From an optimization exercise on the open Yosys and OpenROAD flow, aimed at small area and a short achievable clock period; shortcuts taken in it are not production practice.
At most, simulation tests tie the RTL to the original design; equivalence was not proved.
Only the layout flow was run in run 2; the RTL was not checked for function there.

==> flow/design.v, too long to show whole: its modules and the start of the top module <==
// module lms_filter: 4236 lines
// module lms_fa: 7 lines
// module lms_ha: 7 lines
// module lms_add_acc: 118 lines
// module lms_add_ens: 108 lines
// module lms_add_mue: 110 lines
// module lms_add_upd0: 108 lines
// module lms_add_upd1: 108 lines
// module lms_add_upd2: 108 lines
// module lms_add_upd3: 108 lines
module lms_filter (
    input clk,
    input reset,
    input en,                  
    input [15:0] x_in,         
    input [15:0] d_in,         
    input [15:0] mu,           
    output [15:0] y_out,       
    output [15:0] e_out        
);
  // ...
==> flow/flow/run.sh <==
#!/bin/bash
set -euo pipefail
read -r CTS_MARGIN GRT_MARGIN < flow/setup_margin
bash standard.sh SETUP_SLACK_MARGIN="$CTS_MARGIN" cts > flow_make_cts.log 2>&1
bash standard.sh SETUP_SLACK_MARGIN="$GRT_MARGIN" finish > flow_make_finish.log 2>&1
==> flow/flow/setup_margin <==
10.5 0
==> flow/standard.sh <==
#!/bin/bash
# synth_recipe.tcl (not shown) runs the flow's synth.tcl, then flattens the netlist and writes it again
# the make line also repeats each setting of config.mk as NAME=value (left out here)
make -C /OpenROAD-flow-scripts/flow DESIGN_CONFIG=/design/flow/config.mk WORK_HOME=/design/flow/orfs CLKGATE_MAP_FILE= SYNTH_SCRIPT=/design/flow/synth_recipe.tcl "${@:-finish}"
==> flow/config.mk <==
export PLATFORM = sky130hd
export DESIGN_NAME = lms_filter
export DESIGN_NICKNAME = lms_filter
export VERILOG_FILES = /design/flow/design.v
export SDC_FILE = /design/flow/constraint.sdc
export NUM_CORES = 4
export LEC_CHECK = 0
export ABC_AREA = 1
export CAP_MARGIN = 20
export CORE_MARGIN = 2
export CORE_UTILIZATION = 45
export SLEW_MARGIN = 20
export SYNTH_HIERARCHICAL = 1
==> flow/constraint.sdc <==
create_clock -name core_clock -period 26.0 [get_ports {clk}]
set_input_delay 5.2000 -clock core_clock [delete_from_list [all_inputs] [get_ports {clk}]]
set_output_delay 5.2000 -clock core_clock [all_outputs]
set_load 0.01 [all_outputs]
==> flow_summary_export.csv, run 1 <==
group,metric,value,unit
run_status,outcome,"timing/DRC/antenna clean",
finish,layout-drive-gt1-share,11.02,%
critical_path,r2r_slack,10.00,ns
clocking,postCtsHoldBufs,0,
place,portBuffers,82,
finish,fillers,12640,
finish,n_clock_buffer,17,
sta,slew_headroom,32.00,%
hold_path,worstHoldPathType,"reg -> reg",
sta,hold_slack,0.5853,ns
critical_path,path_depth,63,
route,wl_met2,98140,µm
critical_path,crit_fanout,48,
synthesis,synthCells,7063,
critical_path,critPathCapture,"w1[11]",
route,wl_met1,91870,µm
global_routing,grt_pass1_wl,351600,µm
route,wl,235500,µm
global_routing,busiest_layer,"met2",
finish,nets,8250,
place,place_area,61640,µm²
die,fp-row-count,133,
route,routedWlPerCell,27.21,µm
global_routing,grt_pass1_vias,52790,
place,dp_slack,7.515,ns
critical_path,cpLargestDelayFamily,"adder cells",
synthesis,syn_avg_cell_area,8.497,µm²
route,dr_wl_met3,31710,µm
route,first_pass_iters,9,
sta,setup_viol,0,
finish,multi_input_area,50870,µm²
global_routing,grtUsageMet1,46.66,%
finish,seq_share,6.956,%
finish,fin_util,48.88,%
==> run 2, diff against run 1 <==
--- a/flow/design.v
+++ b/flow/design.v
@@ -4211,17 +4211,17 @@
     wire n4674 = n4612 ^ n4613;
     wire n4675 = n4614 & n4615;
     wire n4676 = n4614 ^ n4615;
     wire [15:0] upd3_s;
     lms_add_upd3 u_upd3 (.g({n4675, n4673, n4671, n4669, n4667, n4665, n4663, n4661, n4659, n4657, n4655, n4653, n4651, n4649, n4647, n4645, n4643, n4641, n4639, n4637, n4635, n4633, n4631, n4629, n4627, n4625, n4623, n4621, n4619, 1'b0, n4617}), .p({n4676, n4674, n4672, n4670, n4668, n4666, n4664, n4662, n4660, n4658, n4656, n4654, n4652, n4650, n4648, n4646, n4644, n4642, n4640, n4638, n4636, n4634, n4632, n4630, n4628, n4626, n4624, n4622, n4620, n4234, n4618}), .s(upd3_s));
     wire [30:0] upd3 = {upd3_s, 15'b0};
     wire sat = acc[31] ^ acc[30];
     assign y_out = sat ? {acc[31], {15{~acc[31]}}} : acc[30:15];
-    assign e = sat ? (acc[31] ? (dq ^ 16'h8000) : (dq1 ^ 16'h8000)) : ens[30:15];
+    lms_err u_err (.acc_hi(acc[31:30]), .dq(dq), .dq1(dq1), .ens(ens[30:15]), .e(e));
     assign e_out = e;
     assign step = mue[31:16];
     always @(posedge clk or posedge reset) begin
         if (reset) begin
             xd0 <= 24'd0; xd1 <= 24'd0; xd2 <= 24'd0; xd3 <= 24'd0;
             w0 <= 16'd0; w1 <= 16'd0; w2 <= 16'd0; w3 <= 16'd0;
             dq <= 16'd0;
         end else begin
@@ -4229,16 +4229,24 @@
                 xd0 <= xin_enc; xd1 <= xd0; xd2 <= xd1; xd3 <= xd2;
                 dq <= d_in;
             end
             w0 <= upd0[30:15]; w1 <= upd1[30:15];
             w2 <= upd2[30:15]; w3 <= upd3[30:15];
         end
     end
 endmodule
+module lms_err (
+    input [1:0] acc_hi,
+    input [15:0] dq, dq1, ens,
+    output [15:0] e
+);
+    wire sat = acc_hi[1] ^ acc_hi[0];
+    assign e = sat ? (acc_hi[1] ? (dq ^ 16'h8000) : (dq1 ^ 16'h8000)) : ens;
+endmodule
 module lms_fa (
     input a, b, c,
     output s, co
 );
     assign s = a ^ b ^ c;
     assign co = (a & b) | (a & c) | (b & c);
 endmodule
 module lms_ha (
==> flow/flow/run.sh (replaced) <==
#!/bin/bash
set -euo pipefail
MARGIN=$(tr -d ' \n' < flow/setup_margin)
bash standard.sh SETUP_SLACK_MARGIN="$MARGIN" finish > flow_make.log 2>&1
==> flow/flow/setup_margin (replaced) <==
10
==> run 2 against run 1 <==
Compared with the run above: still clean on timing, DRC and antenna; global-route usage grew 0.51 points; hold slack lost 0.063 ns; area after synthesis grew 0.60%; die area grew 0.60%.
==> flow_summary_export.csv, run 2 <==
group,metric,value,unit
global_routing,antenna_found_initial,2,
sta,period_minus_slack,15.53,ns
clocking,clk_path_buf_depth,2,
clocking,htree_levels,4,
run,maxCapViolations,0,
route,drtAntennaViolNets,0,
die,fp.dieH,370.3,µm
finish,layout-drive-gt1-share,13.11,%
hold_path,worstHoldPathType,"reg -> reg",
critical_path,critical_path_class,"reg -> reg",
sta,finalHoldViolations,0,
global_routing,grt_pass1_vias,53500,
critical_path,end_kind,"flop",
global_routing,grt_max_degree,78,
clocking,path_clk_slew,0.09,ns
synthesis,netlist_area,60380,µm²
sta,drv_slew,0,
critical_path,path_depth,74,
sta,setup_viol,0,
route,vias,55370,
hold_path,hold_end,"xd3[1]",
sta,fmax,0.06440,GHz
critical_path,reg2reg_depth,74,
critical_path,critPathMaxStageDelay,0.68,ns
die,floorplan.initialDensity,45.30,%
critical_path,cpLargestDelayFamily,"adder cells",
clocking,cts_tree,"built",
sta,slew_headroom,35.10,%
critical_path,crit_fanout,27,
critical_path,rr_endpoint,"w2[15]",
finish,final_common_cell,"nand2_1",
place,place.gp.congestion,1.062,
die,num_io_pins,83,
place,portBuffers,82,
place,hpwl,175500,µm
die,coreArea,133300,µm²
finish,layout_common_cells,"nand2_1, xor2_1, fa_1",
die,dieArea,137100,µm²
sta,fin_ws,10.47,ns
sta,finalSetupTns,0,ns
sta,rsz0062_at_grt,"true",
clocking,clockRootBuffer,"clkbuf_16",
route,avgViaCountPerCell,6.240,
hold_path,hold-path-cell-count,2,
die,fp-row-count,134,
critical_path,cp.required,26.47,ns
finish,syn2layout_area_growth,10.46,%
die,die_x,370.3,µm
route,drc,0,
place,dp_slack,8.277,ns
route,drt_iter0_drc,8053,
clocking,clk_latency,0.59,ns
route,first_pass_iters,10,
critical_path,critical_path.startpoint_type,"flop",
route,wl,244800,µm
critical_path,cpMaxStageDelayCell,"dfrtp_2",
sta,finClkSkew,0.04167,ns
synthesis,yosysWarningCount,7,
critical_path,crit_buf_inv,10,
clocking,postCtsHoldBufs,0,
critical_path,r2r_slack,10.47,ns
clocking,clkSinkCount,176,
critical_path,worstPathArrival,16.00,ns
sta,period_share,59.72,%
global_routing,grtUsageTotal,35.13,%
run_status,outcome,"timing/DRC/antenna clean",
global_routing,grt.overflow.total,0,
synthesis,synthCells,7180,
critical_path,crit_top_cell,"nand2_1",
hold_path,worstHoldStart,"xd2[1]",
global_routing,grt_pass1_wl,359000,µm
finish,nets,8457,
critical_path,r2r-start,"xd1[14]",
sta,tightest_slew,0.9734,ns
synthesis,syn_avg_cell_area,8.409,µm²
clocking,cts_made_buffers,17,
route,routedWlPerCell,27.60,µm
[run 2: final cells by class]
cell class                      instances  area, µm²
Fill cell                           12540      66600
Multi-Input combinational cell       5761      51640
Timing Repair Buffer                  468       4701
Sequential cell                       176       4538
Inverter                              666       3019
Tap cell                             1768       2212
Clock buffer                           18      439.2
Clock inverter                         14      140.1
Antenna cell                            1      2.502
[run 2: worst max path at each step]
stage / to / from / slack [ns]
after CTS: w2[15] / xd0[1] / 10.01
after global routing: w1[15] / xd1[0] / 9.86
after global placement: w1[15] / w0[15] / 8.49
after detailed placement: w1[15] / w1[15] / 8.28
final: w2[15] / xd1[14] / 10.47
after floorplan: w3[11] / w0[15] / 11.60
[run 2: repair_timing]
action,CTS,global route
gates cloned,0,6
endpoints found under the setup margin,64,64
gates resized for setup,140,385
setup buffers,71,179
pin swaps,0,24
[run 2: stage by stage]
| step | hold WS [ns] | area [µm²] | instances | utilization [%] |
|---|---|---|---|---|
| floorplan | 0.4530 | 60390 | 7184 | - |
| global placement | 0.4827 | 61930 | 8583 | 46.46 |
| detailed placement | 0.4917 | 61930 | 8583 | 46.46 |
| CTS | 0.5140 | 63540 | 8686 | 47.67 |
| global route | 0.5498 | 66690 | 8871 | 50.03 |
| finish | 0.5221 | 66690 | 8872 | 50.03 |
[run 2: metal layers]
metal  GRT usage (%)  part of all wire (%)  vias up
met4           14.77                   5.5        2
met5               0                0.0041        -
li1                -                     -    23260
met2           51.85                    42     4021
met1           47.75                    39    27310
met3           10.61                    14      782
[run 2: worst min-delay path, delay by kind of cell (launching register included)]
| kind | cells | cell delay, ns |
|---|---|---|
| flip-flops | 1 | 0.37 |
| AND/OR/NAND/NOR | 1 | 0.05 |
| AO/OA/AOI/OAI | 1 | 0.07 |

## afterwards: timing with drivers on the ports
How much do the figures lean on ideal ports? The routed layouts below were timed once more, with nothing changed but the port constraints. Step 1 (the two cells are an assumption about what drives the block):
set clk [get_ports {clk}]
set_driving_cell -lib_cell sky130_fd_sc_hd__clkbuf_16 $clk
set_driving_cell -lib_cell sky130_fd_sc_hd__buf_2 [delete_from_list [all_inputs] $clk]
Step 2 adds t to the input delays and takes it off the output delays; t is the mean of the earliest and latest rising clock arrival at the registers after step 1. Input paths then give back, and output paths get back, about the clock's delay inside the block. Slacks: ideal ports / drivers / drivers and shift; pairs: ideal ports / drivers.
| run | shift t [ns] | setup slack, ns | worst hold slack (ns) | worst setup path after step 2 | clock arrival spread, ns |
|---|---|---|---|---|---|
| run 1 | 0.641 | 10.003 / 10.003 / 9.916 | 0.585 / 0.585 / 0.585 | input to register | 0.033 / 0.034 |
| run 2 | 0.647 | 10.473 / 10.473 / 10.009 | 0.522 / 0.522 / 0.522 | input to register | 0.042 / 0.041 |
After both steps every run listed still meets setup and hold. For run 2, which loses most, drivers alone change the setup slack by 0.000 ns; drivers and shift together by -0.464 ns.
